Source: an optimization exercise on an open RTL-to-GDS flow (aim: small area). Production flows keep margins and buffers that such runs may drop. Function was checked by simulation only, so behaviour that the tests miss may differ from the original. Power figures rest on the tool's default switching activity, not on a simulated workload.

$ cat design/flow/flow/run.sh
#!/bin/bash
# The standard layout (standard.sh), with these changes:
# - synthesis maps the combinational logic with an area-oriented ABC script
#   (flow/synth.tcl, flow/abc_area.script); registers are mapped as in the
#   standard synthesis;
# - clock tree synthesis inserts no dummy loads;
# - the ports are buffered with buf_1.
# All tool output goes to standard.log here and to ORFS's logs under orfs/.
set -euo pipefail
export FLOW_WORK=$PWD
export FLOW_ABC_SCRIPT=$PWD/flow/abc_area.script
bash standard.sh \
  "SYNTH_SCRIPT=$PWD/flow/synth.tcl" \
  "CTS_ARGS=-sink_clustering_enable -repair_clock_nets -dont_use_dummy_load -buf_list sky130_fd_sc_hd__clkbuf_4 -sink_clustering_size 12 -sink_clustering_max_diameter 36" \
  "BUFFER_PORTS_ARGS=-buffer_cell sky130_fd_sc_hd__buf_1" \
  finish > standard.log 2>&1
$ cat design/flow/flow/abc_area.script
&get -n
&st
&dch
&nf -R 1000
&put
$ cat design/flow/flow/synth.tcl
# The standard flow's synthesis script, with one change: the technology mapping of the
# combinational logic runs ABC with flow/abc_area.script (area-oriented
# mapping with area recovery) instead of ORFS's speed script. The flip-flops
# are mapped before this step and are left as they are.
proc abc {args} {
  set i [lsearch $args -script]
  if {$i >= 0} { lset args [expr {$i + 1}] $::env(FLOW_ABC_SCRIPT) }
  yosys abc {*}$args
}
source $::env(FLOW_WORK)/synth_recipe.tcl
$ cat design/flow/standard.sh
#!/bin/bash
# synth_recipe.tcl (not shown) runs the flow's synth.tcl, then flattens the netlist and writes it again
# the make line also repeats each setting of config.mk as NAME=value (left out here)
make -C /OpenROAD-flow-scripts/flow DESIGN_CONFIG=/design/flow/config.mk WORK_HOME=/design/flow/orfs CLKGATE_MAP_FILE= SYNTH_SCRIPT=/design/flow/synth_recipe.tcl "${@:-finish}"
$ cat design/flow/config.mk
export PLATFORM = sky130hd
export DESIGN_NAME = uart
export DESIGN_NICKNAME = uart
export VERILOG_FILES = /design/flow/design.v
export SDC_FILE = /design/flow/constraint.sdc
export NUM_CORES = 4
export LEC_CHECK = 0
export CAP_MARGIN = 20
export CORE_MARGIN = 2
export CORE_UTILIZATION = 78
export CTS_BUF_LIST = sky130_fd_sc_hd__clkbuf_4
export CTS_CLUSTER_DIAMETER = 36
export CTS_CLUSTER_SIZE = 12
export SLEW_MARGIN = 20
$ cat design/flow/constraint.sdc
create_clock -name core_clock -period 10.0 [get_ports {clock}]
set_input_delay 2.0000 -clock core_clock [delete_from_list [all_inputs] [get_ports {clock}]]
set_output_delay 2.0000 -clock core_clock [all_outputs]
set_load 0.01 [all_outputs]
$ cat design/flow/design.v
module baud_tick_gen(
    input clock,
    input reset,
    output baud_tick
);
reg [8:0] lfsr;
assign baud_tick = (lfsr == 9'd28);
always @(posedge clock) begin
    if (reset || baud_tick)
        lfsr <= 9'd0;
    else
        lfsr <= {lfsr[7:0], ~(lfsr[8] ^ lfsr[4])};
end
endmodule
module uart_rx(
    input b_tick,
    input clock,
    input reset,
    input rx,
    input fifo_full,
    input clear_flags,
    output reg [7:0] data_out,
    output clr_data,
    output [3:0] LSR
);
reg rx_done, buffer_overrun, parity_error, framing_error;
assign LSR = {framing_error, parity_error, buffer_overrun, rx_done};
reg sync_rx, i_rx;
always @(posedge clock) begin
    sync_rx <= rx;
    i_rx <= sync_rx;
end
reg [3:0] b, cnt;
wire idle  = (b == 4'd3);
wire start = (b == 4'd7);
wire last  = b_tick & (cnt == 4'd15);
always @(posedge clock) begin
    if (reset)
        b <= 4'd3;
    else if (idle) begin
        if (!i_rx) begin
            b <= 4'd7;
            cnt <= 4'd7;
        end
    end else if (b_tick) begin
        if (start & cnt[3] & cnt[0] & i_rx)
            b <= 4'd3;
        else
            {b, cnt} <= {b, cnt} + 8'd1;
    end
end
assign clr_data = start;
always @(posedge clock) begin
    if (last & b[3])
        data_out <= {i_rx, data_out[7:1]};
end
always @(posedge clock) begin
    if (reset | clear_flags)
        rx_done <= 1'b0;
    else if (last & (b == 4'd2))
        rx_done <= 1'b1;
end
always @(posedge clock) begin
    if (last) begin
        if (b == 4'd8)
            parity_error <= i_rx;
        else if (b[3] || b == 4'd0)
            parity_error <= parity_error ^ i_rx;
        if (b == 4'd1)
            framing_error <= !i_rx;
        else if (b == 4'd2 && !i_rx)
            framing_error <= 1'b1;
        if (b == 4'd2)
            buffer_overrun <= fifo_full;
    end
end
endmodule
module fifo(
    input reset,
          clock,
          wr_en,
          rd_en,
    input [11:0] data_in,
    input clr_data,
    output reg [11:0] data_out,
    output empty, full
);
reg [2:0] wpos, lpos;
reg valid, pending, hold_clr;
reg hold_done;
reg [11:0] ring [0:7];
assign full  = (wpos == lpos);
assign empty = (wpos == lpos + 3'd1);
wire push = wr_en & !full;
wire pop  = rd_en & !empty;
wire [11:0] held = {data_in[11:4] & {8{!hold_clr}}, data_in[3:1] & {3{hold_done}}, hold_done};
wire store = pending & (wpos == 3'd0);
integer i;
always @(posedge clock) begin
    ring[0] <= store ? held : ring[7];
    for (i = 1; i < 8; i = i + 1)
        ring[i] <= ring[i-1];
end
always @(posedge clock) begin
    if (push) begin
        hold_done <= data_in[0];
        hold_clr <= clr_data;
    end
end
always @(posedge clock) begin
    if (reset) begin
        wpos <= 3'd0;
        lpos <= 3'd7;
        valid <= 1'b0;
        pending <= 1'b0;
    end else begin
        wpos <= wpos + {1'b0, push, !push};
        lpos <= lpos + {1'b0, pop, !pop};
        if (pop)
            valid <= 1'b1;
        if (push)
            pending <= 1'b1;
        else if (store)
            pending <= 1'b0;
    end
end
always @(*) begin
    data_out = 12'd0;
    if (valid) begin
        if (pending & empty)
            data_out = held;
        else
            for (i = 0; i < 8; i = i + 1)
                data_out = data_out | ({12{lpos == i}} & ring[i]);
    end
end
endmodule
module fifo8(
    input reset,
          clock,
          wr_en,
          rd_en,
    input [7:0] data_in,
    output reg [7:0] data_out,
    output empty, full
);
reg [3:0] count;
function [7:0] slot;
    input [3:0] q;
    slot = {~q[2] & q[3], q[2] & ~q[1], q[1] & ~q[0], q[0] & q[3],
            ~q[3] & q[2], ~q[2] & q[1], ~q[1] & q[0], ~q[0] & ~q[3]};
endfunction
wire [7:0] sel = slot(count);
reg [7:0] mem [0:7];
assign full  = sel[7];
assign empty = sel[0];
wire push = wr_en & !full;
integer i;
always @(posedge clock) begin
    if (push) begin
        mem[0] <= data_in;
        for (i = 1; i < 8; i = i + 1)
            mem[i] <= mem[i-1];
    end
end
always @(posedge clock) begin
    if (reset)
        count <= 4'b0000;
    else if (push & !rd_en)
        count <= {count[2:0], ~count[3]};
    else if (rd_en & !push)
        count <= {~count[0], count[3:1]};
end
always @(*) begin
    data_out = 8'd0;
    for (i = 0; i < 8; i = i + 1)
        data_out = data_out | ({8{sel[i]}} & mem[i]);
end
endmodule
module uart_tx(
    input b_tick,
          clock,
          reset,
          fifo_empty,
    input [7:0] data_in,
    output fifo_read,
    output tx
);
reg [3:0] b, cnt;
wire idle = (b == 4'd3);
assign fifo_read = idle & (cnt == 4'd2);
always @(posedge clock) begin
    if (reset) begin
        b <= 4'd3;
        cnt <= 4'd1;
    end else if (idle) begin
        if (cnt == 4'd3) begin
            b <= 4'd7;
            cnt <= 4'd0;
        end else if (cnt != 4'd1 || !fifo_empty)
            cnt <= cnt + 4'd1;
    end else if (b_tick)
        {b, cnt} <= {b, cnt} + 8'd1;
end
assign tx = (b == 4'd7) ? 1'b0 :
            b[3]        ? data_in[b[2:0]] :
            (b == 4'd0) ? ^data_in : 1'b1;
endmodule
module uart(
input clock,reset,
output tx,
input  rx,
output rx_empty,
input rd_uart,
output [7:0] data_out,
output [7:0] data_LSR,
output tx_full,
input wr_uart,
input [7:0] data_in
);
wire b_tick;
wire fifo_full;
wire [7:0] data_r;
wire [3:0] LSR;
wire rx_clr;
reg clear_flags;
reg rx_wr_en;
reg rx_wr_flag;
wire [7:0] tx_data;
wire tx_fifo_read;
wire tx_empty;
baud_tick_gen U0(.clock(clock),.reset(reset),.baud_tick(b_tick));
uart_rx U1(.clock(clock),.reset(reset),.b_tick(b_tick),.rx(rx),.fifo_full(fifo_full),.data_out(data_r),.LSR(LSR),.clr_data(rx_clr),.clear_flags(clear_flags));
fifo U2(.clock(clock),.reset(reset),.empty(rx_empty),.full(fifo_full),.wr_en(rx_wr_en),.rd_en(rd_uart),.data_in({data_r,LSR}),.clr_data(rx_clr),.data_out({data_out,data_LSR[3:0]}));
uart_tx U3(.clock(clock),.reset(reset),.b_tick(b_tick),.tx(tx),.data_in(tx_data),.fifo_empty(tx_empty),.fifo_read(tx_fifo_read));
fifo8 U4(.clock(clock),.reset(reset),.empty(tx_empty),.full(tx_full),.wr_en(wr_uart),.rd_en(tx_fifo_read),.data_in(data_in),.data_out(tx_data));
assign data_LSR[7:4] = 4'b0000;
always @(posedge clock) begin
    if (reset) begin
        rx_wr_en <= 1'b0;
        clear_flags <= 1'b0;
        rx_wr_flag <= 1'b0;
    end else begin
        if (LSR[0]) begin
            if (!fifo_full && !rx_wr_flag) begin
                rx_wr_en <= 1'b1;
                rx_wr_flag <= 1'b1;
            end else begin
                rx_wr_en <= 1'b0;
                clear_flags <= 1'b1;
            end
        end else begin
            clear_flags <= 1'b0;
            rx_wr_flag <= 1'b0;
            rx_wr_en <= 1'b0;
        end
    end
end
endmodule
==> results of run 1 <==
layout make-up:
type | count | area [um^2]
clock buffer | 26 | 195
fill | 482 | 1310
timing repair buffer | 33 | 146
inverter | 13 | 48.8
multi-input combinational | 352 | 2290
tap | 129 | 161
sequential | 216 | 5130
flip-flops by register name, indices dropped and copies added, names as in the netlist, 3 cells and up:
name         count
U2.lpos          3
U3.b             4
U1.cnt           4
U2.wpos          3
U4.mem          64
U1.data_out      8
U0.lfsr          9
U1.b             4
U4.count         4
U3.cnt           4
U2.ring         96
metal layers:
| layer | share of wire (%) | vias up |
|---|---|---|
| li1 | - | 2288 |
| met1 | 41 | 2382 |
| met2 | 50 | 234 |
| met3 | 8.4 | 22 |
| met4 | 1.3 | 0 |
| met5 | 0 | - |
Yosys cell counts, types with 6 or more instances:
cell	count	area, um^2
dfxtp_1	135	2700
edfxtp_1	81	2430
a21oi_1	51	255
nor2_1	43	161
nand2_1	33	124
a222oi_1	31	310
nand3_1	28	140
o21ai_0	19	95.1
nor2b_1	18	113
nand2b_1	16	100
xnor2_1	15	131
clkinv_1	13	48.8
ha_1	13	163
a22oi_1	11	82.6
and2_0	11	68.8
a221o_1	8	80.1
nor3_1	8	40.0
xor2_1	6	52.6
cell families (layout without fill, tap and decap cells):
logic type      after synthesis  after routing  synth area share, %
compound gates              133            133                 12.4
xor+xnor                     21             21                 2.46
fa+ha+maj                    15             15                 2.71
buf+inv                      17             72                 1.06
flops                       216            216                 68.7
mux                           5              5                 1.00
other cells                   1              4               0.0502
simple gates                174            174                 11.6
worst max-delay path: stages (launching register included):
cell	delay, ns
dfxtp_1	0.56
clkinv_1	0.13
ha_1	0.32
xnor2_1	0.13
nor3_1	0.39
and2_1	0.75
o21ai_0	0.26
a21oi_1	0.24
buf_1	0.18
power by group:
part | internal (W) | total [W] | switching [W]
Sequential | 0.00101 | 0.00108 | 0.0000655
Clock | 0.000120 | 0.000369 | 0.000249
Combinational | 0.000158 | 0.000402 | 0.000244
Total | 0.00129 | 0.00185 | 0.000559
how the worst max path moves through the flow:
stage / start / endpoint / slack [ns] / cells past startpoint
floorplan: wr_uart / U4.count[1] / 4.01 / 6
global placement: U2.lpos[2] / data_LSR[1] / 5.33 / 8
detailed placement: U2.lpos[2] / data_LSR[3] / 4.98 / 8
CTS: U2.lpos[2] / data_LSR[3] / 4.28 / 8
global route: U2.lpos[2] / data_LSR[3] / 4.26 / 8
finish: U2.lpos[2] / data_LSR[3] / 4.44 / 8
placed cells by master, fill, tap and decap left out, types with 11 or more instances in the layout:
| master | instances |
|---|---|
| dfxtp_1 | 135 |
| edfxtp_1 | 81 |
| a21oi_1 | 51 |
| nor2_1 | 43 |
| nand2_1 | 33 |
| a222oi_1 | 31 |
| nand3_1 | 28 |
| buf_1 | 27 |
| clkbuf_4 | 26 |
| o21ai_0 | 19 |
| nand2b_1 | 16 |
| xnor2_1 | 15 |
| nor2b_1 | 15 |
| clkinv_1 | 13 |
| ha_1 | 13 |
| a22oi_1 | 11 |
per-stage QoR:
| step | instance area [um^2] | utilization (%) | hold WS (ns) | power [W] |
|---|---|---|---|---|
| floorplan | 7480 | - | 0.310 | 0.00136 |
| global placement | 7770 | 83.7 | 0.331 | 0.00146 |
| detailed placement | 7770 | 83.7 | 0.332 | 0.00149 |
| CTS | 7970 | 85.8 | 0.303 | 0.00185 |
| global route | 7970 | 85.9 | 0.321 | 0.00193 |
| finish | 7970 | 85.9 | 0.305 | 0.00185 |
==> run_results.csv, run 1 <==
group,metric,value,unit
run_status,outcome,"finished clean",
floorplanning,start_util,80.5,%
floorplanning,rows,35,
clock_network,cts_hold_buf,0,
clock_network,numCtsBuffers,26,
synthesis,ys.flop_type,"dfxtp_1",
finish,drive_above_1_share,5.94,%
placed_design,dp_hpwl,9.92,mm
critical_path,cp-end-kind,"primary output",
critical_path,crit_fanout,24,
floorplanning,die-area,10400,um^2
global_route,grt_first_pass_wirelength,23.8,mm
detailed_routing,wirelength,14.9,mm
floorplanning,core_area,9280,um^2
detailed_routing,routedWlPerCell,19.4,um
synthesis,seq_area_frac_synth,68.7,%
placed_design,place_inst,743,
critical_path,criticalPathCategory,"flip-flop to primary output",
clock_network,cts_buffer_depth,3,
global_route,met3_usage,5.13,%
floorplanning,chipHeight,102,um
global_route,busiest_layer,"met2",
global_route,grt_max_degree,66,
critical_path,rrSetupSlack,7.08,ns
global_route,grtUsageMet2,49.1,%
clock_network,clkTransAtPathRegs,0.12,ns
synthesis,ys_ff_latch,216,
clock_network,htreeDepth,1,
sta,grt_setup_unrepaired,"false",
global_route,globalRouteMet1Util,40.5,%
detailed_routing,via_per_inst,6.41,
global_route,grt.total_usage,29.4,%
sta,slew_viol_final,0,
hold_path,worstHoldEndpoint,"U2.ring[2][1]",
global_route,first_global_vias,4854,
run,max_cap_violations,0,
pwr,p_per_area,232,nW/um^2
sta,setup_violations,0,
finish,insertedDiodeCount,0,
critical_path,reg2reg_to,"U2.lpos[2]",
synthesis,synth_area,7470,um^2
detailed_routing,drc,0,
detailed_routing,ant_nets,0,
sta,clock.fmax,180,MHz
sta,fin_crit,5.56,ns
finish,fin_nets,670,
sta,period_share,55.6,%
hold_path,min_path_cells,0,
floorplanning,fp.dieW,102,um
pwr,leakagePower,2.90,nW
clock_network,cts_resized,0,
placed_design,routabilityCongestion,0.887,
critical_path,cp.arrival,3.56,ns
clock_network,clock-sinks,216,
sta,setup_tns,0,ns
critical_path,required,8.00,ns
sta,fin_worst_skew,0.0413,ns
detailed_routing,firstDrtPassIters,7,
critical_path,crit_path_start_kind,"flip-flop",
placed_design,pre_cts_slack,4.98,ns
sta,slew_headroom,27.9,%
global_route,grt_overflow,0,
critical_path,rr_worst_depth,10,
sta,timing_hold_violations_final,0,
hold_path,min_from,"U2.ring[1][1]",
sta,tightestPinTransition,1.08,ns
synthesis,synth_edf_count,81,
detailed_routing,drt-initial-drc-count,469,
detailed_routing,vias,4926,
placed_design,portBuffers,27,
pwr,peakVddDrop,195,uV
synthesis,postSynthCellCount,582,
clock_network,cts_root_buffer,"clkbuf_4",
finish,area_growth,6.73,%
clock_network,clock_latency,0.59,ns
clock_network,cts_tree,"done",
clock_network,post_cts_buffers,0,
synthesis,yosys_warnings,8,
sta,worst_slack,4.44,ns
hold_path,hp-class,"flip-flop to flip-flop",
floorplanning,ios,32,
synthesis,async_flop_share,0,%
synthesis,avgSynthCellArea,12.8,um^2
global_route,antenna_found_initial,0,
critical_path,r2r_start,"U2.lpos[2]",
synthesis,yosysUniqueCellTypes,39,
finish,instances_no_fill,769,
==> run 2: changes to the inputs <==
--- a/design/flow/flow/run.sh
+++ b/design/flow/flow/run.sh
@@ -11,6 +11,6 @@
 export FLOW_ABC_SCRIPT=$PWD/flow/abc_area.script
 bash standard.sh \
   "SYNTH_SCRIPT=$PWD/flow/synth.tcl" \
-  "CTS_ARGS=-sink_clustering_enable -repair_clock_nets -dont_use_dummy_load -buf_list sky130_fd_sc_hd__clkbuf_4 -sink_clustering_size 12 -sink_clustering_max_diameter 36" \
+  "CTS_ARGS=-sink_clustering_enable -repair_clock_nets -dont_use_dummy_load -buf_list sky130_fd_sc_hd__clkbuf_8 -sink_clustering_size 16 -sink_clustering_max_diameter 50" \
   "BUFFER_PORTS_ARGS=-buffer_cell sky130_fd_sc_hd__buf_1" \
   finish > standard.log 2>&1
--- a/design/flow/config.mk
+++ b/design/flow/config.mk
@@ -8,7 +8,7 @@
 export CAP_MARGIN = 20
 export CORE_MARGIN = 2
 export CORE_UTILIZATION = 78
-export CTS_BUF_LIST = sky130_fd_sc_hd__clkbuf_4
-export CTS_CLUSTER_DIAMETER = 36
-export CTS_CLUSTER_SIZE = 12
+export CTS_BUF_LIST = sky130_fd_sc_hd__clkbuf_8
+export CTS_CLUSTER_DIAMETER = 50
+export CTS_CLUSTER_SIZE = 16
 export SLEW_MARGIN = 20
==> run 2 against run 1 <==
  * Register-to-register slack gained 0.02 ns
  * Fmax increased by 2.8%
  * Via count down 1.3%
  * Synthesized cell count is the same
  * First-iteration DRC count shrank 6.4%
  * Count of clock-buffer cells in the layout is 9 lower
  * Setup slack better by 0.15 ns
  * Flip-flop and latch count unchanged
  * Cell count down 1.2%
  * Largest power group unchanged
==> run_results.csv, run 2 <==
group,metric,value,unit
run_status,outcome,"finished clean",
finish,reg_top3,"U2.ring x96, U4.mem x64, U0.lfsr x9",
synthesis,ys_ff_latch,216,
pwr,leakagePower,2.91,nW
sta,slew_headroom,24.4,%
critical_path,criticalPathCategory,"flip-flop to primary output",
sta,setup_violations,0,
finish,utilization,86.3,%
pwr,p_per_area,235,nW/um^2
finish,instances_no_fill,760,
synthesis,synth_top_area_cell,"dfxtp_1",
global_route,busiest_layer,"met2",
pwr,peakVddDrop,190,uV
global_route,globalRouteMet1Util,39.9,%
synthesis,synth_top_area_share,36.2,%
clock_network,post_cts_buffers,0,
sta,tightestPinTransition,1.13,ns
placed_design,dp_hpwl,9.92,mm
clock_network,cts_tree,"done",
clock_network,clock-sinks,216,
synthesis,avgSynthCellArea,12.8,um^2
finish,largest_reg_flops,96,
synthesis,synth_edf_count,81,
floorplanning,ios,32,
placed_design,place_inst,743,
clock_network,clkTransAtPathRegs,0.09,ns
sta,setup_tns,0,ns
sta,period_share,54.1,%
finish,drive_above_1_share,4.60,%
clock_network,cts_root_buffer,"clkbuf_8",
critical_path,slowest_stage,"and2_1",
synthesis,seq_area_frac_synth,68.7,%
global_route,grtUsageMet2,49.1,%
synthesis,ys.flop_type,"dfxtp_1",
critical_path,cp.arrival,3.41,ns
finish,layout_common_cells,"dfxtp_1 (135), edfxtp_1 (81), a21oi_1 (51)",
synthesis,async_flop_share,0,%
floorplanning,core_area,9280,um^2
finish,fillers,463,
clock_network,htreeDepth,1,
critical_path,path_cells,"clkinv_1 > ha_1 > xnor2_1 > nor3_1 > and2_1 > o21ai_0 > a21oi_1 > buf_1",
finish,layout_commonest_cell,"dfxtp_1",
pwr,total_power,0.00188,W
sta,fin_worst_skew,0.0217,ns
synthesis,synthTopCellsByCount,"dfxtp_1 (135), edfxtp_1 (81), a21oi_1 (51)",
detailed_routing,via_per_inst,6.40,
finish,largest_register,"U2.ring",
placed_design,pre_cts_slack,4.98,ns
sta,worst_slack,4.59,ns
detailed_routing,routedWlPerCell,19.6,um
global_route,grt_first_pass_wirelength,23.5,mm
critical_path,required,8.00,ns
clock_network,cts_resized,0,
synthesis,synth_area,7470,um^2
sta,clock.fmax,185,MHz
synthesis,yosysUniqueCellTypes,39,
run,max_cap_violations,0,
sta,fin_crit,5.41,ns
synthesis,synth.area.top_cells,"dfxtp_1 (36%), edfxtp_1 (33%), a222oi_1 (4.2%)",
critical_path,crit_fanout,24,
finish,area_growth,7.25,%
global_route,grt_overflow,0,
detailed_routing,wirelength,14.9,mm
detailed_routing,drc,0,
floorplanning,chipHeight,102,um
floorplanning,rows,35,
floorplanning,die-area,10400,um^2
clock_network,numCtsBuffers,17,
synthesis,yosys_warnings,8,
sta,grt_setup_unrepaired,"false",
critical_path,crit_path_start_kind,"flip-flop",
synthesis,postSynthCellCount,582,
clock_network,clock_latency,0.48,ns
global_route,grt.total_usage,29.0,%
floorplanning,fp.dieW,102,um
detailed_routing,vias,4862,
floorplanning,start_util,80.5,%
placed_design,portBuffers,27,
global_route,met3_usage,3.90,%
clock_network,cts_buffer_depth,3,
critical_path,cpPeakStageDelay,0.75,ns
placed_design,routabilityCongestion,0.887,
detailed_routing,firstDrtPassIters,8,
clock_network,cts_hold_buf,0,
detailed_routing,drt-initial-drc-count,439,
sta,timing_hold_violations_final,0,
finish,fin_nets,661,
finish,insertedDiodeCount,0,
global_route,antenna_found_initial,0,
global_route,first_global_vias,4809,
hold_path,hp-class,"flip-flop to flip-flop",
detailed_routing,ant_nets,0,
sta,slew_viol_final,0,
critical_path,cp-end-kind,"primary output",
global_route,grt_max_degree,66,
synthesis,yosysMostFrequentCell,"dfxtp_1",
-- run 2: worst max-delay path: cells and delay by family, from the launching register on --
family | cells | cell delay, ns
compound gates | 2 | 0.51
flops | 1 | 0.55
buf+inv | 2 | 0.31
fa+ha+maj | 1 | 0.32
xor+xnor | 1 | 0.14
simple gates | 2 | 1.10
-- run 2: layer usage --
layer	up-vias	part of all wire [%]
li1	2266	-
met1	2340	41
met2	224	49
met3	32	7.2
met4	0	2.1
met5	-	0
-- run 2: where the power goes --
| part | leakage, nW | internal, W | switching (W) |
|---|---|---|---|
| clock network | 0.122 | 0.000154 | 0.000250 |
| logic | 0.913 | 0.000157 | 0.000244 |
| registers | 1.87 | 0.00101 | 0.0000649 |
| total | 2.91 | 0.00132 | 0.000559 |
-- run 2: cell type report --
cell class,count,area (um^2),share of cell area (%)
sequential,216,5130,64.1
tap,129,161,2.01
clock buffer,17,234,2.92
timing repair buffer,33,146,1.83
inverter,13,48.8,0.609
multi-input combinational,352,2290,28.5
-- run 2: through the flow --
stage | hold WS, ns | cell area, um^2
after floorplan | 0.310 | 7480
after global placement | 0.331 | 7770
after detailed placement | 0.332 | 7770
after CTS | 0.352 | 8010
after global routing | 0.353 | 8010
final | 0.352 | 8010
-- run 2: path summary, 6_finish.rpt --
path | startpoint | endpoint | slack [ns] | cells after the start
min reg2reg | U1.sync_rx | U1.i_rx | 0.35 | 0
max reg2reg | U2.lpos[2] | U2.lpos[2] | 7.10 | 10
min | U1.sync_rx | U1.i_rx | 0.35 | 0
max | U2.lpos[2] | data_LSR[3] | 4.59 | 8
-- run 2: kinds of logic (layout without fill, tap and decap cells) --
family | count (synthesis) | in the layout | synth area share [%]
compound gates | 133 | 133 | 12.4
xor+xnor | 21 | 21 | 2.46
fa+ha+maj | 15 | 15 | 2.71
buf+inv | 17 | 63 | 1.06
flops | 216 | 216 | 68.7
mux | 5 | 5 | 1.00
other cells | 1 | 4 | 0.0502
simple gates | 174 | 174 | 11.6
==> run 3: changes to the inputs <==
--- a/design/flow/flow/run.sh
+++ b/design/flow/flow/run.sh
@@ -11,6 +11,6 @@
 export FLOW_ABC_SCRIPT=$PWD/flow/abc_area.script
 bash standard.sh \
   "SYNTH_SCRIPT=$PWD/flow/synth.tcl" \
-  "CTS_ARGS=-sink_clustering_enable -repair_clock_nets -dont_use_dummy_load -buf_list sky130_fd_sc_hd__clkbuf_8 -sink_clustering_size 16 -sink_clustering_max_diameter 50" \
+  "CTS_ARGS=-sink_clustering_enable -repair_clock_nets -dont_use_dummy_load -buf_list sky130_fd_sc_hd__clkbuf_4 -sink_clustering_size 10 -sink_clustering_max_diameter 40" \
   "BUFFER_PORTS_ARGS=-buffer_cell sky130_fd_sc_hd__buf_1" \
   finish > standard.log 2>&1
--- a/design/flow/config.mk
+++ b/design/flow/config.mk
@@ -8,7 +8,7 @@
 export CAP_MARGIN = 20
 export CORE_MARGIN = 2
 export CORE_UTILIZATION = 78
-export CTS_BUF_LIST = sky130_fd_sc_hd__clkbuf_8
-export CTS_CLUSTER_DIAMETER = 50
-export CTS_CLUSTER_SIZE = 16
+export CTS_BUF_LIST = sky130_fd_sc_hd__clkbuf_4
+export CTS_CLUSTER_DIAMETER = 40
+export CTS_CLUSTER_SIZE = 10
 export SLEW_MARGIN = 20
==> run 3 against run 2 <==
  * Total power is 2.0% lower
  * Highest routed layer unchanged
  * Non-clock buffer count stayed put
  * Clock skew is 0.052 ns higher
  * Largest power group unchanged
  * Wire length hardly changed
  * Die area stayed put
  * First-iteration DRC count is 3.0% higher
  * Register-to-register slack better by 0.12 ns
  * Count of clock-buffer cells in the layout is 9 higher
  * Cell count is 1.2% higher
  * Core utilization is 0.42 points lower
  * Sequential share of layout area is 0.31 points higher
  * Critical path depth stayed put
==> run_results.csv, run 3 <==
group,metric,value,unit
run_status,outcome,"finished clean",
global_route,grt_max_degree,66,
critical_path,crit_fanout,24,
finish,reg_top3,"U2.ring x96, U4.mem x64, U0.lfsr x9",
finish,insertedDiodeCount,0,
sta,slew_viol_final,0,
clock_network,post_cts_buffers,0,
detailed_routing,drt-initial-drc-count,452,
clock_network,numCtsBuffers,26,
synthesis,avgSynthCellArea,12.8,um^2
critical_path,cp.arrival,3.44,ns
global_route,first_global_vias,4845,
detailed_routing,routedWlPerCell,19.4,um
clock_network,cts_hold_buf,0,
pwr,p_per_area,231,nW/um^2
clock_network,clock-sinks,216,
critical_path,required,8.00,ns
sta,fin_crit,5.44,ns
synthesis,yosysUniqueCellTypes,39,
detailed_routing,firstDrtPassIters,6,
synthesis,synth.area.top_cells,"dfxtp_1 (36%), edfxtp_1 (33%), a222oi_1 (4.2%)",
sta,tightestPinTransition,1.09,ns
placed_design,portBuffers,27,
floorplanning,chipHeight,102,um
finish,drive_above_1_share,5.94,%
detailed_routing,wirelength,14.9,mm
placed_design,routabilityCongestion,0.887,
clock_network,htreeDepth,1,
placed_design,dp_hpwl,9.92,mm
detailed_routing,vias,4949,
finish,largest_reg_flops,96,
pwr,leakagePower,2.90,nW
global_route,grt_overflow,0,
synthesis,seq_area_frac_synth,68.7,%
sta,grt_setup_unrepaired,"false",
global_route,antenna_found_initial,0,
floorplanning,start_util,80.5,%
floorplanning,fp.dieW,102,um
sta,period_share,54.4,%
synthesis,postSynthCellCount,582,
detailed_routing,ant_nets,0,
clock_network,clock_latency,0.59,ns
synthesis,synth_top_area_cell,"dfxtp_1",
finish,largest_register,"U2.ring",
floorplanning,core_area,9280,um^2
floorplanning,rows,35,
clock_network,cts_tree,"done",
synthesis,synthTopCellsByCount,"dfxtp_1 (135), edfxtp_1 (81), a21oi_1 (51)",
synthesis,yosys_warnings,8,
sta,clock.fmax,184,MHz
synthesis,synth_top_area_share,36.2,%
finish,design_area,7970,um^2
synthesis,ys.flop_type,"dfxtp_1",
detailed_routing,via_per_inst,6.44,
sta,setup_violations,0,
synthesis,yosysMostFrequentCell,"dfxtp_1",
finish,area_growth,6.73,%
clock_network,clkTransAtPathRegs,0.11,ns
critical_path,crit_path_start_kind,"flip-flop",
sta,slew_headroom,27.4,%
run,max_cap_violations,0,
finish,fin_nets,670,
finish,layout_common_cells,"dfxtp_1 (135), edfxtp_1 (81), a21oi_1 (51)",
detailed_routing,drc,0,
sta,timing_hold_violations_final,0,
clock_network,cts_root_buffer,"clkbuf_4",
placed_design,placed_area,7770,um^2
critical_path,cp-end-kind,"primary output",
synthesis,async_flop_share,0,%
synthesis,synth_edf_count,81,
synthesis,synth_area,7470,um^2
clock_network,cts_buffer_depth,3,
finish,layout_commonest_cell,"dfxtp_1",
pwr,peakVddDrop,173,uV
hold_path,hp-class,"flip-flop to flip-flop",
global_route,grt.total_usage,29.3,%
sta,setup_tns,0,ns
synthesis,ys_ff_latch,216,
floorplanning,die-area,10400,um^2
sta,fin_worst_skew,0.0741,ns
clock_network,cts_resized,0,
floorplanning,ios,32,
global_route,grt_first_pass_wirelength,23.7,mm
critical_path,criticalPathCategory,"flip-flop to primary output",
-- run 3: cell families (layout without fill, tap and decap cells) --
logic type                 count (synthesis)  count (layout)  share of synthesized area, %
DFF                                      216             216                          68.7
and+or+nand+nor                          174             174                          11.6
AOI/OAI and AO/OA                        133             133                          12.4
xor gates and xnor gates                  21              21                          2.46
buffers and inverters                     17              72                          1.06
adders and majority gates                 15              15                          2.71
muxes                                      5               5                          1.00
other                                      1               4                        0.0502
-- run 3: worst max-delay path, cell delays in order, from the launching register on --
cell and delay (ns):
dfxtp_1 0.55, clkinv_1 0.12, ha_1 0.31, xnor2_1 0.13, nor3_1 0.35, and2_1 0.74, o21ai_0 0.27, a21oi_1 0.23
buf_1 0.17
-- run 3: routing by layer --
metal  vias to the layer above  track usage (%)  share of wire (%)
li1                       2291                -                  -
met3                        26             5.06                7.6
met5                         -                0                  0
met2                       232             48.7                 50
met1                      2400             40.6                 41
met4                         0             8.31                1.7
-- run 3: final cells by class --
cell class / instances / area (um^2)
sequential: 216 / 5130
multi-input combinational: 352 / 2290
fill: 475 / 1310
clock buffer: 26 / 195
tap: 129 / 161
timing repair buffer: 33 / 146
inverter: 13 / 48.8
-- run 3: report_power, final --
group	internal, W	switching, W	total (W)
combinational	0.000157	0.000242	0.000399
sequential	0.00101	0.0000654	0.00108
clock	0.000120	0.000248	0.000368
total	0.00129	0.000555	0.00185
-- run 3: final timing paths --
| path | start | endpoint | slack (ns) | cells after the start |
|---|---|---|---|---|
| max | U2.lpos[2] | data_LSR[3] | 4.56 | 8 |
| min | U2.ring[3][11] | U2.ring[4][11] | 0.33 | 0 |
| max reg2reg | U2.lpos[2] | U2.lpos[2] | 7.22 | 10 |
| min reg2reg | U2.ring[3][11] | U2.ring[4][11] | 0.33 | 0 |
-- run 3: metrics by stage --
| step | hold WS (ns) | worst slack [ns] | total power, W | std cells | utilization (%) |
|---|---|---|---|---|---|
| 3_3_place_gp | 0.331 | 5.33 | 0.00146 | 743 | 83.7 |
| 2_1_floorplan | 0.310 | 4.01 | 0.00136 | 585 | - |
| 4_1_cts | 0.337 | 4.34 | 0.00184 | 769 | 85.8 |
| 6_report | 0.333 | 4.56 | 0.00185 | 769 | 85.9 |
| 3_5_place_dp | 0.332 | 4.98 | 0.00149 | 743 | 83.7 |
| 5_1_grt | 0.339 | 4.32 | 0.00193 | 769 | 85.9 |
==> run 4: changes to the inputs <==
--- a/design/flow/flow/run.sh
+++ b/design/flow/flow/run.sh
@@ -3,7 +3,7 @@
 # - synthesis maps the combinational logic with an area-oriented ABC script
 #   (flow/synth.tcl, flow/abc_area.script); registers are mapped as in the
 #   standard synthesis;
-# - clock tree synthesis inserts no dummy loads;
+# - clock tree synthesis inserts no dummy loads and uses clkbuf_4;
 # - the ports are buffered with buf_1.
 # All tool output goes to standard.log here and to ORFS's logs under orfs/.
 set -euo pipefail
==> run 4 against run 3 <==
  * Via count did not move
  * Fmax unchanged
  * Core utilization unchanged
  * Still clean on timing, DRC and antenna
  * Critical path depth unchanged
  * Hold slack stayed put
  * Flip-flop and latch count unchanged
  * Synthesized cell count unchanged
  * Global-route usage is the same
  * Setup slack is the same
  * Sequential power barely moved
  * Count of clock-buffer cells in the layout unchanged
  * Synthesized area is the same
==> run_results.csv, run 4 <==
group,metric,value,unit
global_route,grt_max_degree,66,
detailed_routing,firstDrtPassIters,6,
floorplanning,fp.dieW,102,um
detailed_routing,routedWlPerCell,19.4,um
clock_network,cts_tree,"done",
critical_path,criticalPathCategory,"flip-flop to primary output",
critical_path,crit_fanout,24,
pwr,power.share.sequential,58.5,%
pwr,p_sw,0.000555,W
sta,worst_slack,4.56,ns
clock_network,cts_root_buffer,"clkbuf_4",
sta,setup_tns,0,ns
synthesis,seq_area_frac_synth,68.7,%
pwr,p_sw_share,30.1,%
critical_path,slowest_stage,"and2_1",
global_route,grt_first_pass_wirelength,23.7,mm
global_route,grtUsageMet2,48.7,%
placed_design,dp_hpwl,9.92,mm
detailed_routing,ant_nets,0,
run,max_cap_violations,0,
sta,setup_violations,0,
finish,layout_common_cells,"dfxtp_1 (135), edfxtp_1 (81), a21oi_1 (51)",
detailed_routing,drt-initial-drc-count,452,
pwr,p_comb_share,21.6,%
clock_network,post_cts_buffers,0,
global_route,grt_overflow,0,
finish,drive_above_1_share,5.94,%
synthesis,yosys_warnings,8,
placed_design,placed_area,7770,um^2
critical_path,cp-end-kind,"primary output",
finish,insertedDiodeCount,0,
critical_path,path_cells,"clkinv_1 > ha_1 > xnor2_1 > nor3_1 > and2_1 > o21ai_0 > a21oi_1 > buf_1",
sta,fin_worst_skew,0.0741,ns
finish,reg_top3,"U2.ring x96, U4.mem x64, U0.lfsr x9",
finish,area_growth,6.73,%
floorplanning,ios,32,
global_route,grt.total_usage,29.3,%
synthesis,synth_top_area_share,36.2,%
synthesis,avgSynthCellArea,12.8,um^2
finish,largest_reg_flops,96,
pwr,total_power,0.00185,W
finish,fin_nets,670,
synthesis,synth_top_area_cell,"dfxtp_1",
synthesis,ys.flop_type,"dfxtp_1",
critical_path,cpPeakStageDelay,0.74,ns
run_status,outcome,"finished clean",
global_route,globalRouteMet1Util,40.6,%
sta,slew_viol_final,0,
sta,timing_hold_violations_final,0,
finish,layout_commonest_cell,"dfxtp_1",
detailed_routing,via_per_inst,6.44,
critical_path,required,8.00,ns
sta,fin_crit,5.44,ns
sta,holdWs,0.333,ns
clock_network,htreeDepth,1,
detailed_routing,wirelength,14.9,mm
placed_design,routabilityCongestion,0.887,
floorplanning,chipHeight,102,um
clock_network,cts_resized,0,
critical_path,path_delay_family,"simple AND/OR/NAND/NOR gates",
clock_network,clock-sinks,216,
critical_path,rrSetupSlack,7.22,ns
clock_network,cts_hold_buf,0,
sta,clock.fmax,184,MHz
synthesis,synth_area,7470,um^2
detailed_routing,vias,4949,
global_route,antenna_found_initial,0,
synthesis,synth_edf_count,81,
pwr,internal_power,0.00129,W
synthesis,async_flop_share,0,%
synthesis,ys_ff_latch,216,
sta,tightestPinTransition,1.09,ns
detailed_routing,drc,0,
critical_path,cp.arrival,3.44,ns
global_route,busiest_layer,"met2",
floorplanning,start_util,80.5,%
synthesis,synth.area.top_cells,"dfxtp_1 (36%), edfxtp_1 (33%), a222oi_1 (4.2%)",
placed_design,portBuffers,27,
clock_network,clock_latency,0.59,ns
synthesis,postSynthCellCount,582,
critical_path,crit_path_start_kind,"flip-flop",
pwr,clkPwrFrac,19.9,%
finish,design_area,7970,um^2
clock_network,cts_buffer_depth,3,
clock_network,numCtsBuffers,26,
synthesis,yosysUniqueCellTypes,39,
synthesis,synthTopCellsByCount,"dfxtp_1 (135), edfxtp_1 (81), a21oi_1 (51)",
pwr,leakagePower,2.90,nW
sta,slew_headroom,27.4,%
pwr,peakVddDrop,173,uV
floorplanning,rows,35,
global_route,met3_usage,5.06,%
floorplanning,core_area,9280,um^2
critical_path,cp_num_buf_inv,2,
placed_design,pre_cts_slack,4.98,ns
pwr,p_per_area,231,nW/um^2
clock_network,clkTransAtPathRegs,0.11,ns
synthesis,yosysMostFrequentCell,"dfxtp_1",
hold_path,hp-class,"flip-flop to flip-flop",
finish,largest_register,"U2.ring",
floorplanning,die-area,10400,um^2
sta,grt_setup_unrepaired,"false",
global_route,first_global_vias,4845,
sta,period_share,54.4,%
## run 4: routing by layer
metal	vias up	share of wire, %
li1	2291	-
met1	2400	41
met2	232	50
met3	26	7.6
met4	0	1.7
met5	-	0
## run 4: per-stage QoR
step,std cells,utilization [%]
floorplan,585,-
global placement,743,83.7
detailed placement,743,83.7
CTS,769,85.8
global route,769,85.9
finish,769,85.9
## run 4: kinds of logic (layout without fill, tap and decap cells)
group / count (synthesis) / count (layout) / synth area share [%]
AOI/OAI and AO/OA: 133 / 133 / 12.4
xor gates and xnor gates: 21 / 21 / 2.46
adders and majority gates: 15 / 15 / 2.71
buffers and inverters: 17 / 72 / 1.06
DFF: 216 / 216 / 68.7
muxes: 5 / 5 / 1.00
other: 1 / 4 / 0.0502
and+or+nand+nor: 174 / 174 / 11.6
## run 4: power groups by stage
| stage | registers [W] | clock network [W] | logic, W |
|---|---|---|---|
| final | 0.00108 | 0.000368 | 0.000399 |
| after floorplan | 0.00108 | 0 | 0.000287 |
| after global placement | 0.00109 | 0 | 0.000371 |
| after detailed placement | 0.00110 | 0 | 0.000388 |
| after global routing | 0.00109 | 0.000402 | 0.000436 |
| after CTS | 0.00108 | 0.000370 | 0.000392 |
## run 4: area by class of cell
cell class	count	area [um^2]
fillers	475	1310
inverters	13	48.8
repair buffers	33	146
clock buffers	26	195
well taps	129	161
multi-input cells	352	2290
flip-flops and latches	216	5130
## run 4: path summary, 6_finish.rpt
check | start | to | cells past startpoint
setup / recovery | U2.lpos[2] | data_LSR[3] | 8
hold / removal | U2.ring[3][11] | U2.ring[4][11] | 0
setup reg to reg | U2.lpos[2] | U2.lpos[2] | 10
hold reg to reg | U2.ring[3][11] | U2.ring[4][11] | 0
==> run 5: changes to the inputs <==
--- a/design/flow/design.v
+++ b/design/flow/design.v
@@ -141,41 +141,47 @@
           wr_en,
           rd_en,
     input [7:0] data_in,
-    output reg [7:0] data_out,
+    output [7:0] data_out,
     output empty, full
 );
 reg [3:0] count;
-function [7:0] slot;
-    input [3:0] q;
-    slot = {~q[2] & q[3], q[2] & ~q[1], q[1] & ~q[0], q[0] & q[3],
-            ~q[3] & q[2], ~q[2] & q[1], ~q[1] & q[0], ~q[0] & ~q[3]};
-endfunction
-wire [7:0] sel = slot(count);
-reg [7:0] mem [0:7];
-assign full  = sel[7];
-assign empty = sel[0];
+reg [7:0] valid;
+reg [7:0] stage [0:7];
+assign full  = ~count[2] & count[3];
+assign empty = ~count[0] & ~count[3];
 wire push = wr_en & !full;
+wire [6:0] move;
+assign move[6] = valid[6] & (!valid[7] | rd_en);
+genvar g;
+generate
+    for (g = 0; g < 6; g = g + 1) begin : mv
+        assign move[g] = valid[g] & (!valid[g+1] | move[g+1]);
+    end
+endgenerate
 integer i;
 always @(posedge clock) begin
-    if (push) begin
-        mem[0] <= data_in;
-        for (i = 1; i < 8; i = i + 1)
-            mem[i] <= mem[i-1];
-    end
-end
-always @(posedge clock) begin
-    if (reset)
+    if (push)
+        stage[0] <= data_in;
+    for (i = 1; i < 8; i = i + 1)
+        if (move[i-1])
+            stage[i] <= stage[i-1];
+end
+always @(posedge clock) begin
+    if (reset) begin
         count <= 4'b0000;
-    else if (push & !rd_en)
-        count <= {count[2:0], ~count[3]};
-    else if (rd_en & !push)
-        count <= {~count[0], count[3:1]};
-end
-always @(*) begin
-    data_out = 8'd0;
-    for (i = 0; i < 8; i = i + 1)
-        data_out = data_out | ({8{sel[i]}} & mem[i]);
-end
+        valid <= 8'd0;
+    end else begin
+        valid[0] <= (valid[0] & !move[0]) | push;
+        for (i = 1; i < 7; i = i + 1)
+            valid[i] <= (valid[i] & !move[i]) | move[i-1];
+        valid[7] <= (valid[7] & !rd_en) | move[6];
+        if (push & !rd_en)
+            count <= {count[2:0], ~count[3]};
+        else if (rd_en & !push)
+            count <= {~count[0], count[3:1]};
+    end
+end
+assign data_out = stage[7];
 endmodule
 module uart_tx(
     input b_tick,
==> run 5 against run 4 <==
  * Cell count decreased by 2.2%
  * Synthesized area fell by 0.42%
  * Count of clock-buffer cells in the layout grew 1
  * Critical path type unchanged
  * Flip-flop and latch count grew 8
  * Combinational power down 37%
  * Synthesized cell count is 2.9% lower
  * Highest routed layer unchanged
  * Via count decreased by 7.2%
  * Fmax grew 3.7%
  * Critical path depth did not move
  * Non-clock buffer count fell by 1
  * Final area decreased by 0.55%
  * Core utilization decreased by 0.067 points
==> run_results.csv, run 5 <==
group,metric,value,unit
run,max_cap_violations,0,
finish,insertedDiodeCount,0,
clock_network,numCtsBuffers,27,
floorplanning,ios,32,
floorplanning,fp.dieW,102,um
finish,area_growth,6.59,%
finish,drive_above_1_share,5.62,%
sta,clock.fmax,190,MHz
finish,layout_common_cells,"dfxtp_1 (143), edfxtp_1 (81), nor2_1 (53)",
clock_network,cts_root_buffer,"clkbuf_4",
synthesis,synth_top_area_cell,"dfxtp_1",
synthesis,yosysMostFrequentCell,"dfxtp_1",
placed_design,dp_hpwl,8.99,mm
finish,fillers,463,
synthesis,yosys_warnings,8,
detailed_routing,via_per_inst,6.11,
detailed_routing,top_layer,"met4",
critical_path,crit_path_start_kind,"flip-flop",
synthesis,ys.flop_type,"dfxtp_1",
sta,slew_headroom,23.7,%
clock_network,cts_resized,0,
synthesis,avgSynthCellArea,13.2,um^2
critical_path,rrSetupSlack,6.94,ns
sta,setup_violations,0,
critical_path,criticalPathCategory,"flip-flop to primary output",
floorplanning,die-area,10300,um^2
global_route,grt_first_pass_wirelength,21.8,mm
floorplanning,chipHeight,102,um
placed_design,portBuffers,27,
finish,largest_register,"U2.ring",
detailed_routing,firstDrtPassIters,8,
detailed_routing,wl_met3,857,um
clock_network,post_cts_buffers,0,
finish,regArea,5300,um^2
pwr,leakagePower,2.85,nW
detailed_routing,route.met2.wl,6.43,mm
critical_path,required,8.00,ns
sta,tightestPinTransition,1.14,ns
sta,fin_worst_skew,0.0366,ns
sta,period_share,52.5,%
global_route,first_global_vias,4608,
finish,largest_reg_flops,96,
clock_network,clock-sinks,224,
synthesis,synth_top_area_share,38.5,%
clock_network,htreeDepth,1,
clock_network,clock_latency,0.61,ns
global_route,grt_max_degree,41,
pwr,p_per_area,210,nW/um^2
sta,holdWs,0.331,ns
clock_network,cts_tree,"done",
sta,setup_tns,0,ns
detailed_routing,routedWlPerCell,17.6,um
synthesis,yosysUniqueCellTypes,42,
detailed_routing,wirelength,13.2,mm
run_status,outcome,"finished clean",
sta,slew_viol_final,0,
floorplanning,rows,35,
synthesis,synth.area.top_cells,"dfxtp_1 (38%), edfxtp_1 (33%), a222oi_1 (3.2%)",
synthesis,synth_area,7440,um^2
finish,multi_input_area,2070,um^2
sta,fin_crit,5.25,ns
global_route,grt_overflow,0,
critical_path,cp.arrival,3.25,ns
synthesis,ys_ff_latch,224,
placed_design,routabilityCongestion,0.787,
detailed_routing,drc,0,
sta,grt_setup_unrepaired,"false",
clock_network,clkTransAtPathRegs,0.10,ns
synthesis,synth_edf_count,81,
synthesis,postSynthCellCount,565,
floorplanning,core_area,9240,um^2
sta,timing_hold_violations_final,0,
hold_path,hp-class,"flip-flop to flip-flop",
critical_path,rr_worst_depth,7,
hold_path,min_path_cells,0,
synthesis,synthTopCellsByCount,"dfxtp_1 (143), edfxtp_1 (81), nor2_1 (53)",
clock_network,cts_hold_buf,0,
synthesis,async_flop_share,0,%
critical_path,crit_fanout,24,
finish,design_area,7930,um^2
pwr,peakVddDrop,177,uV
global_route,antenna_found_initial,0,
detailed_routing,ant_nets,0,
detailed_routing,vias,4591,
detailed_routing,wl_met1,5.64,mm
synthesis,seq_area_frac_synth,71.2,%
global_route,grt.total_usage,26.9,%
finish,fin_nets,653,
critical_path,cp-end-kind,"primary output",
floorplanning,start_util,80.5,%
finish,reg_top3,"U2.ring x96, U4.stage x64, U0.lfsr x9",
detailed_routing,drt-initial-drc-count,304,
finish,layout_commonest_cell,"dfxtp_1",
placed_design,placed_area,7730,um^2
clock_network,cts_buffer_depth,3,
run 5: changes by cell type in the layout (fill, tap and decap cells not counted), moves of 7 or more:
cell	delta
nand2_1	-12
nor2_1	+10
a221o_1	-8
dfxtp_1	+8
a21oi_1	-7
a222oi_1	-7
nand3_1	-7
run 5: final timing paths:
kind,start,endpoint
max,U2.lpos[0],data_LSR[3]
min,U2.ring[0][6],U2.ring[1][6]
max reg2reg,U3.b[1],U4.stage[2][1]
min reg2reg,U2.ring[0][6],U2.ring[1][6]
run 5: per-stage QoR:
stage	setup slack (ns)	std cells	util, %	power, W
after CTS	4.47	752	85.8	0.00167
after floorplan	5.60	568	-	0.00122
after detailed placement	5.11	725	83.6	0.00131
after global routing	4.43	752	85.8	0.00174
final	4.75	752	85.8	0.00167
after global placement	5.34	725	83.6	0.00129
run 5: cell type report:
class                      instances  share of cell area, %
clock buffer                      27                   2.56
inverter                          16                  0.757
multi-input combinational        324                   26.1
sequential                       224                   66.8
tap                              129                   2.04
timing repair buffer              32                   1.75
run 5: where the power goes:
part | internal (W) | leakage, nW | total [W] | switching, W
clock | 0.000124 | 0.124 | 0.000378 | 0.000254
sequential | 0.000995 | 1.91 | 0.00104 | 0.0000461
combinational | 0.0000905 | 0.818 | 0.000250 | 0.000160
run 5: worst max-delay path: stages, from the launching register on:
cell     delay (ns)
dfxtp_1        0.37
ha_1           0.26
ha_1           0.32
xnor2_1        0.13
nor3_1         0.28
and2_1         0.72
o21ai_0        0.25
a21oi_1        0.18
buf_1          0.17
run 5: routing by layer:
layer / up-vias / global-route usage, %
met4: 0 / 9.88
met5: - / 0
met2: 189 / 44.2
met1: 2194 / 37.2
li1: 2177 / -
met3: 31 / 3.80
run 5: logic make-up after synthesis:
group | share of synthesized area [%]
AOI/OAI and AO/OA | 10.2
and+or+nand+nor | 11.0
adders and majority gates | 2.72
other | 0.0504
xor gates and xnor gates | 2.83
muxes | 0.875
DFF | 71.2
buffers and inverters | 1.21
==> run 6: changes to the inputs <==
--- a/design/flow/design.v
+++ b/design/flow/design.v
@@ -18,13 +18,13 @@
     input reset,
     input rx,
     input fifo_full,
-    input clear_flags,
     output reg [7:0] data_out,
     output clr_data,
-    output [3:0] LSR
-);
-reg rx_done, buffer_overrun, parity_error, framing_error;
-assign LSR = {framing_error, parity_error, buffer_overrun, rx_done};
+    output [2:0] LSR,
+    output frame_end
+);
+reg buffer_overrun, parity_error, framing_error;
+assign LSR = {framing_error, parity_error, buffer_overrun};
 reg sync_rx, i_rx;
 always @(posedge clock) begin
     sync_rx <= rx;
@@ -54,12 +54,7 @@
     if (last & b[3])
         data_out <= {i_rx, data_out[7:1]};
 end
-always @(posedge clock) begin
-    if (reset | clear_flags)
-        rx_done <= 1'b0;
-    else if (last & (b == 4'd2))
-        rx_done <= 1'b1;
-end
+assign frame_end = last & (b == 4'd2);
 always @(posedge clock) begin
     if (last) begin
         if (b == 4'd8)
@@ -227,39 +222,29 @@
 wire b_tick;
 wire fifo_full;
 wire [7:0] data_r;
-wire [3:0] LSR;
+wire [2:0] LSR;
 wire rx_clr;
-reg clear_flags;
-reg rx_wr_en;
-reg rx_wr_flag;
+wire frame_end;
 wire [7:0] tx_data;
 wire tx_fifo_read;
 wire tx_empty;
+reg rx_wr_en, decide, done;
+wire rx_idle = !rx_wr_en & !decide;
 baud_tick_gen U0(.clock(clock),.reset(reset),.baud_tick(b_tick));
-uart_rx U1(.clock(clock),.reset(reset),.b_tick(b_tick),.rx(rx),.fifo_full(fifo_full),.data_out(data_r),.LSR(LSR),.clr_data(rx_clr),.clear_flags(clear_flags));
-fifo U2(.clock(clock),.reset(reset),.empty(rx_empty),.full(fifo_full),.wr_en(rx_wr_en),.rd_en(rd_uart),.data_in({data_r,LSR}),.clr_data(rx_clr),.data_out({data_out,data_LSR[3:0]}));
+uart_rx U1(.clock(clock),.reset(reset),.b_tick(b_tick),.rx(rx),.fifo_full(fifo_full),.data_out(data_r),.LSR(LSR),.frame_end(frame_end),.clr_data(rx_clr));
+fifo U2(.clock(clock),.reset(reset),.empty(rx_empty),.full(fifo_full),.wr_en(rx_wr_en),.rd_en(rd_uart),.data_in({data_r,LSR,done}),.clr_data(rx_clr),.data_out({data_out,data_LSR[3:0]}));
 uart_tx U3(.clock(clock),.reset(reset),.b_tick(b_tick),.tx(tx),.data_in(tx_data),.fifo_empty(tx_empty),.fifo_read(tx_fifo_read));
 fifo8 U4(.clock(clock),.reset(reset),.empty(tx_empty),.full(tx_full),.wr_en(wr_uart),.rd_en(tx_fifo_read),.data_in(data_in),.data_out(tx_data));
 assign data_LSR[7:4] = 4'b0000;
 always @(posedge clock) begin
     if (reset) begin
         rx_wr_en <= 1'b0;
-        clear_flags <= 1'b0;
-        rx_wr_flag <= 1'b0;
+        decide <= 1'b0;
+        done <= 1'b0;
     end else begin
-        if (LSR[0]) begin
-            if (!fifo_full && !rx_wr_flag) begin
-                rx_wr_en <= 1'b1;
-                rx_wr_flag <= 1'b1;
-            end else begin
-                rx_wr_en <= 1'b0;
-                clear_flags <= 1'b1;
-            end
-        end else begin
-            clear_flags <= 1'b0;
-            rx_wr_flag <= 1'b0;
-            rx_wr_en <= 1'b0;
-        end
-    end
-end
-endmodule
+        rx_wr_en <= decide & !fifo_full;
+        decide <= (rx_idle & frame_end) | (decide & done & fifo_full);
+        done <= (rx_idle & frame_end) | (decide & done & !fifo_full);
+    end
+end
+endmodule
==> run 6 against run 5 <==
  * Sequential share of layout area fell by 0.17 points
  * Largest power group unchanged
  * Combinational power increased by 12%
  * Setup slack worse by 0.17 ns
  * Global-route usage shrank 0.46 points
  * Count of clock-buffer cells in the layout shrank 1
  * Sequential power about the same
  * Clock power is 1% lower
  * Fmax decreased by 3.2%
==> run_results.csv, run 6 <==
group,metric,value,unit
detailed_routing,drc,0,
sta,grt_setup_unrepaired,"false",
placed_design,dp_hpwl,9.08,mm
clock_network,cts_buffer_depth,3,
pwr,internal_power,0.00121,W
floorplanning,rows,35,
finish,layout_common_cells,"dfxtp_1 (142), edfxtp_1 (81), nor2_1 (48), a21oi_1 (48), buf_1 (27)",
critical_path,criticalPathCategory,"flip-flop to primary output",
clock_network,cts_tree,"done",
finish,reg_top3,"U2.ring x96, U4.stage x64, U0.lfsr x9",
floorplanning,core_area,9240,um^2
floorplanning,chipHeight,102,um
critical_path,crit_path_start_kind,"flip-flop",
synthesis,synth_top_area_share,38.1,%
sta,tightestPinTransition,1.10,ns
floorplanning,die-area,10400,um^2
detailed_routing,firstDrtPassIters,5,
synthesis,yosys_warnings,8,
synthesis,yosysMostFrequentCell,"dfxtp_1",
synthesis,async_flop_share,0,%
pwr,clkPwrFrac,22.0,%
detailed_routing,vias,4590,
pwr,p_per_area,214,nW/um^2
critical_path,path_delay_family,"simple AND/OR/NAND/NOR gates",
critical_path,required,8.00,ns
sta,timing_hold_violations_final,0,
sta,clock.fmax,184,MHz
critical_path,crit_fanout,24,
run,max_cap_violations,0,
critical_path,slowest_stage,"and2_1",
global_route,first_global_vias,4492,
detailed_routing,drt-initial-drc-count,352,
floorplanning,fp.dieW,102,um
pwr,leakagePower,2.83,nW
global_route,grt_overflow,0,
placed_design,place_inst,721,
detailed_routing,wirelength,13.4,mm
critical_path,cp-end-kind,"primary output",
placed_design,routabilityCongestion,0.852,
synthesis,synth_top_area_cell,"dfxtp_1",
floorplanning,ios,32,
clock_network,clock-sinks,223,
run_status,outcome,"finished clean",
synthesis,ys.flop_type,"dfxtp_1",
hold_path,hp-class,"flip-flop to flip-flop",
pwr,peakVddDrop,138,uV
detailed_routing,routedWlPerCell,17.9,um
sta,fin_worst_skew,0.0348,ns
sta,slew_headroom,26.6,%
finish,largest_register,"U2.ring",
critical_path,cp.arrival,3.42,ns
global_route,grt_max_degree,42,
global_route,grt.total_usage,26.5,%
clock_network,post_cts_buffers,0,
clock_network,htreeDepth,1,
finish,fin_nets,648,
pwr,p_sw_share,28.5,%
synthesis,avgSynthCellArea,13.2,um^2
clock_network,numCtsBuffers,26,
synthesis,synthTopCellsByCount,"dfxtp_1 (142), edfxtp_1 (81), a21oi_1 (48), nor2_1 (48), nand3_1 (23)",
placed_design,portBuffers,27,
pwr,power.share.sequential,61.5,%
critical_path,cpPeakStageDelay,0.74,ns
synthesis,synth.area.top_cells,"dfxtp_1 (38%), edfxtp_1 (33%), a21oi_1 (3.2%)",
pwr,p_sw,0.000483,W
pwr,p_comb_share,16.5,%
sta,slew_viol_final,0,
clock_network,cts_hold_buf,0,
clock_network,clock_latency,0.59,ns
sta,setup_tns,0,ns
synthesis,ys_ff_latch,223,
synthesis,seq_area_frac_synth,70.8,%
critical_path,path_cells,"clkinv_1 > ha_1 > xnor2_1 > nor3_1 > and2_1 > o21ai_0 > a21oi_1 > buf_1",
global_route,antenna_found_initial,0,
global_route,grt_first_pass_wirelength,21.3,mm
finish,layout_commonest_cell,"dfxtp_1",
synthesis,synth_area,7450,um^2
clock_network,clkTransAtPathRegs,0.10,ns
synthesis,postSynthCellCount,564,
clock_network,cts_resized,0,
detailed_routing,via_per_inst,6.13,
finish,area_growth,6.28,%
clock_network,cts_root_buffer,"clkbuf_4",
synthesis,yosysUniqueCellTypes,44,
sta,setup_violations,0,
floorplanning,start_util,80.6,%
finish,largest_reg_flops,96,
critical_path,cp_num_buf_inv,2,
detailed_routing,ant_nets,0,
finish,instances_no_fill,749,
sta,fin_crit,5.42,ns
finish,drive_above_1_share,5.18,%
finish,utilization,85.7,%
sta,period_share,54.2,%
synthesis,synth_edf_count,81,
==> run 6: changes by cell type in the layout (fill, tap and decap cells not counted), moves of 3 or more <==
cell | previous run | this run
nor2_1 | 53 | 48
nand4b_1 | 1 | 4
a21oi_1 | 44 | 48
a311oi_1 | 0 | 3
xor2_1 | 10 | 7
nand2_1 | 21 | 18
a222oi_1 | 24 | 20
buf_4 | 5 | 2
a22o_1 | 0 | 5
==> run 6: metrics by stage <==
stage | area [um^2] | hold WS (ns) | total power [W] | setup WS [ns]
2_1_floorplan | 7460 | 0.310 | 0.00124 | 5.57
3_3_place_gp | 7720 | 0.313 | 0.00131 | 5.36
3_5_place_dp | 7720 | 0.316 | 0.00133 | 4.95
4_1_cts | 7910 | 0.339 | 0.00169 | 4.28
5_1_grt | 7920 | 0.342 | 0.00176 | 4.37
6_report | 7920 | 0.336 | 0.00169 | 4.58
==> run 6: final cells by class <==
type / count / area, um^2
flip-flops and latches: 223 / 5280
multi-input cells: 326 / 2110
fillers: 461 / 1320
clock buffers: 26 / 195
well taps: 129 / 161
repair buffers: 29 / 116
inverters: 14 / 52.6
diodes: 2 / 5.00
==> run 6: power by group through the flow <==
stage	sequential, W	clock, W	combinational (W)
floorplan	0.00104	0	0.000193
global route	0.00105	0.000407	0.000309
global placement	0.00105	0	0.000258
finish	0.00104	0.000373	0.000279
detailed placement	0.00106	0	0.000271
CTS	0.00104	0.000377	0.000275
==> run 6: per-layer routing <==
metal	vias to the layer above	GRT usage, %	share of wire, %
met2	168	44.1	49
li1	2184	-	-
met4	0	8.94	2.7
met3	44	5.24	5.9
met1	2194	35.3	42
met5	-	0	0
==> run 6: worst paths after layout <==
path	startpoint	to	slack (ns)	depth (start not counted)
max	U2.lpos[2]	data_out[2]	4.58	8
min	U1.sync_rx	U1.i_rx	0.34	0
max reg2reg	U2.lpos[2]	U2.lpos[2]	7.17	10
min reg2reg	U1.sync_rx	U1.i_rx	0.34	0
==> run 6: kinds of logic after synthesis <==
kind of cell	share of synthesized area (%)
flip-flops	70.8
AO/OA/AOI/OAI	11.1
XOR/XNOR	2.59
AND/OR/NAND/NOR	10.8
buffers and inverters	1.11
other	0.0503
multiplexers	0.873
adder cells (fa/ha/maj)	2.72
==> run 7: changes to the inputs <==
--- a/design/flow/design.v
+++ b/design/flow/design.v
@@ -135,15 +135,27 @@
           clock,
           wr_en,
           rd_en,
+          waiting,
     input [7:0] data_in,
     output [7:0] data_out,
     output empty, full
 );
-reg [3:0] count;
 reg [7:0] valid;
 reg [7:0] stage [0:7];
-assign full  = ~count[2] & count[3];
-assign empty = ~count[0] & ~count[3];
+wire in_flight = !valid[7] & !waiting;
+reg seen, two;
+integer k;
+always @(*) begin
+    seen = 1'b0;
+    two = 1'b0;
+    for (k = 0; k < 7; k = k + 1) begin
+        two = two | (seen & valid[k]);
+        seen = seen | valid[k];
+    end
+end
+wire one_at_most = !two;
+assign full  = &valid[6:0] & !in_flight;
+assign empty = in_flight ? one_at_most : !(|valid[6:0]);
 wire push = wr_en & !full;
 wire [6:0] move;
 assign move[6] = valid[6] & (!valid[7] | rd_en);
@@ -163,17 +175,12 @@
 end
 always @(posedge clock) begin
     if (reset) begin
-        count <= 4'b0000;
         valid <= 8'd0;
     end else begin
         valid[0] <= (valid[0] & !move[0]) | push;
         for (i = 1; i < 7; i = i + 1)
             valid[i] <= (valid[i] & !move[i]) | move[i-1];
         valid[7] <= (valid[7] & !rd_en) | move[6];
-        if (push & !rd_en)
-            count <= {count[2:0], ~count[3]};
-        else if (rd_en & !push)
-            count <= {~count[0], count[3:1]};
     end
 end
 assign data_out = stage[7];
@@ -185,11 +192,13 @@
           fifo_empty,
     input [7:0] data_in,
     output fifo_read,
+    output waiting,
     output tx
 );
 reg [3:0] b, cnt;
 wire idle = (b == 4'd3);
 assign fifo_read = idle & (cnt == 4'd2);
+assign waiting = idle & (cnt[1] ^ cnt[0]);
 always @(posedge clock) begin
     if (reset) begin
         b <= 4'd3;
@@ -228,13 +237,14 @@
 wire [7:0] tx_data;
 wire tx_fifo_read;
 wire tx_empty;
+wire tx_waiting;
 reg rx_wr_en, decide, done;
 wire rx_idle = !rx_wr_en & !decide;
 baud_tick_gen U0(.clock(clock),.reset(reset),.baud_tick(b_tick));
 uart_rx U1(.clock(clock),.reset(reset),.b_tick(b_tick),.rx(rx),.fifo_full(fifo_full),.data_out(data_r),.LSR(LSR),.frame_end(frame_end),.clr_data(rx_clr));
 fifo U2(.clock(clock),.reset(reset),.empty(rx_empty),.full(fifo_full),.wr_en(rx_wr_en),.rd_en(rd_uart),.data_in({data_r,LSR,done}),.clr_data(rx_clr),.data_out({data_out,data_LSR[3:0]}));
-uart_tx U3(.clock(clock),.reset(reset),.b_tick(b_tick),.tx(tx),.data_in(tx_data),.fifo_empty(tx_empty),.fifo_read(tx_fifo_read));
-fifo8 U4(.clock(clock),.reset(reset),.empty(tx_empty),.full(tx_full),.wr_en(wr_uart),.rd_en(tx_fifo_read),.data_in(data_in),.data_out(tx_data));
+uart_tx U3(.clock(clock),.reset(reset),.b_tick(b_tick),.tx(tx),.data_in(tx_data),.fifo_empty(tx_empty),.fifo_read(tx_fifo_read),.waiting(tx_waiting));
+fifo8 U4(.clock(clock),.reset(reset),.empty(tx_empty),.full(tx_full),.wr_en(wr_uart),.rd_en(tx_fifo_read),.waiting(tx_waiting),.data_in(data_in),.data_out(tx_data));
 assign data_LSR[7:4] = 4'b0000;
 always @(posedge clock) begin
     if (reset) begin
==> run 7 against run 6 <==
  * Non-clock buffer count rose by 1
  * Total power fell by 4.3%
  * Critical endpoint is now data_LSR[3]
  * Clock power barely moved
  * Hold slack got worse by 0.014 ns
  * Setup slack got worse by 0.039 ns
  * Core utilization fell by 1.1 points
  * Clock skew rose by 0.024 ns
  * Fmax fell by 0.71%
  * Die area fell by 1.6%
  * Cell count fell by 2.9%
  * Wire length fell by 4.5%
  * Via count fell by 2.4%
==> run_results.csv, run 7 <==
group,metric,value,unit
synthesis,yosys_warnings,8,
clock_network,htreeDepth,1,
finish,fillers,484,
clock_network,cts_tree,"done",
placed_design,placed_area,7570,um^2
clock_network,cts_resized,0,
synthesis,avgSynthCellArea,13.1,um^2
detailed_routing,wirelength,12.8,mm
synthesis,synth.area.top_cells,"dfxtp_1 (38%), edfxtp_1 (33%), a21oi_1 (3.1%)",
finish,insertedDiodeCount,0,
critical_path,reg2reg_to,"U2.lpos[2]",
critical_path,required,8.00,ns
synthesis,seq_area_frac_synth,70.9,%
sta,period_share,54.6,%
clock_network,clock-sinks,219,
clock_network,cts_buffer_depth,3,
synthesis,postSynthCellCount,560,
finish,reg_top3,"U2.ring x96, U4.stage x64, U0.lfsr x9",
finish,largest_register,"U2.ring",
synthesis,synthTopCellsByCount,"dfxtp_1 (138), edfxtp_1 (81), a21oi_1 (46), nor2_1 (46)",
critical_path,criticalPathCategory,"flip-flop to primary output",
floorplanning,chipHeight,101,um
clock_network,clkTransAtPathRegs,0.11,ns
finish,drive_above_1_share,5.68,%
sta,tightestPinTransition,1.21,ns
global_route,grt_overflow,0,
sta,setup_tns,0,ns
synthesis,yosysUniqueCellTypes,39,
clock_network,cts_hold_buf,0,
detailed_routing,ant_nets,0,
finish,area_growth,6.21,%
sta,grt_setup_unrepaired,"false",
synthesis,synth_edf_count,81,
floorplanning,core_area,9200,um^2
floorplanning,ios,32,
pwr,p_per_area,208,nW/um^2
clock_network,numCtsBuffers,27,
finish,layout_commonest_cell,"dfxtp_1",
critical_path,r2r_start,"U2.lpos[0]",
synthesis,synth_area,7330,um^2
critical_path,cp.arrival,3.46,ns
run_status,outcome,"finished clean",
hold_path,min_from,"U2.ring[1][5]",
sta,slew_viol_final,0,
sta,fin_worst_skew,0.0590,ns
synthesis,async_flop_share,0,%
pwr,total_power,0.00162,W
critical_path,rrSetupSlack,7.25,ns
sta,fin_crit,5.46,ns
run 7: logic make-up (layout without fill, tap and decap cells):
group / after synthesis / in the layout / synth area share, %
AO/OA/AOI/OAI: 111 / 111 / 10.1
other: 1 / 4 / 0.0512
AND/OR/NAND/NOR: 169 / 169 / 11.6
buffers and inverters: 19 / 72 / 1.18
multiplexers: 4 / 4 / 0.922
flip-flops: 219 / 219 / 70.9
XOR/XNOR: 23 / 23 / 2.75
adder cells (fa/ha/maj): 14 / 14 / 2.60
run 7: stage by stage:
| stage | utilization, % | std cells | setup WS, ns |
|---|---|---|---|
| after global routing | 84.6 | 727 | 4.26 |
| after CTS | 84.5 | 726 | 4.53 |
| final | 84.6 | 727 | 4.54 |
| after global placement | 82.3 | 699 | 5.45 |
| after floorplan | - | 563 | 5.69 |
| after detailed placement | 82.3 | 699 | 5.23 |
run 7: layout make-up:
class	instances	area, um^2	area share, %
repair buffers	30	121	1.56
well taps	111	139	1.78
multi-input cells	325	2070	26.6
inverters	15	56.3	0.723
flip-flops and latches	219	5190	66.7
clock buffers	27	203	2.60
run 7: where the power goes:
group	switching, W	internal [W]	leakage, nW
sequential	0.0000416	0.000959	1.87
clock	0.000246	0.000124	0.124
combinational	0.000162	0.0000870	0.780
total	0.000450	0.00117	2.77
run 7: routing by layer:
| metal | up-vias | GRT usage (%) | part of all wire (%) |
|---|---|---|---|
| li1 | 2162 | - | - |
| met1 | 2125 | 34.6 | 42 |
| met2 | 179 | 43.1 | 50 |
| met3 | 16 | 4.44 | 6.5 |
| met4 | 0 | 8.84 | 1.4 |
| met5 | - | 0 | 0 |
run 7: worst max-delay path by stage:
stage | startpoint | endpoint | slack (ns) | cells past startpoint
5_1_grt | U2.lpos[0] | data_LSR[3] | 4.26 | 8
2_1_floorplan | U2.lpos[0] | data_LSR[2] | 5.69 | 7
6_report | U2.lpos[0] | data_LSR[3] | 4.54 | 8
4_1_cts | U2.lpos[0] | data_LSR[3] | 4.53 | 8
3_3_place_gp | U2.lpos[0] | data_out[2] | 5.45 | 8
3_5_place_dp | U2.lpos[0] | data_LSR[3] | 5.23 | 8
run 7: worst max-delay path: stages, from the launching register on:
cell      delay [ns]
dfxtp_1         0.45
clkinv_1        0.14
ha_1            0.34
xor2_1          0.16
nor3_1          0.33
and2_0          0.82
o21ai_0         0.27
a21oi_1         0.19
buf_1           0.17

Setup slack of run 7, layout unchanged: 4.536 ns with ideal ports, 4.502 ns with driving cells assumed (clock clkbuf_16, inputs buf_2), 5.095 ns with port delays also shifted by the 0.593 ns mid clock arrival.
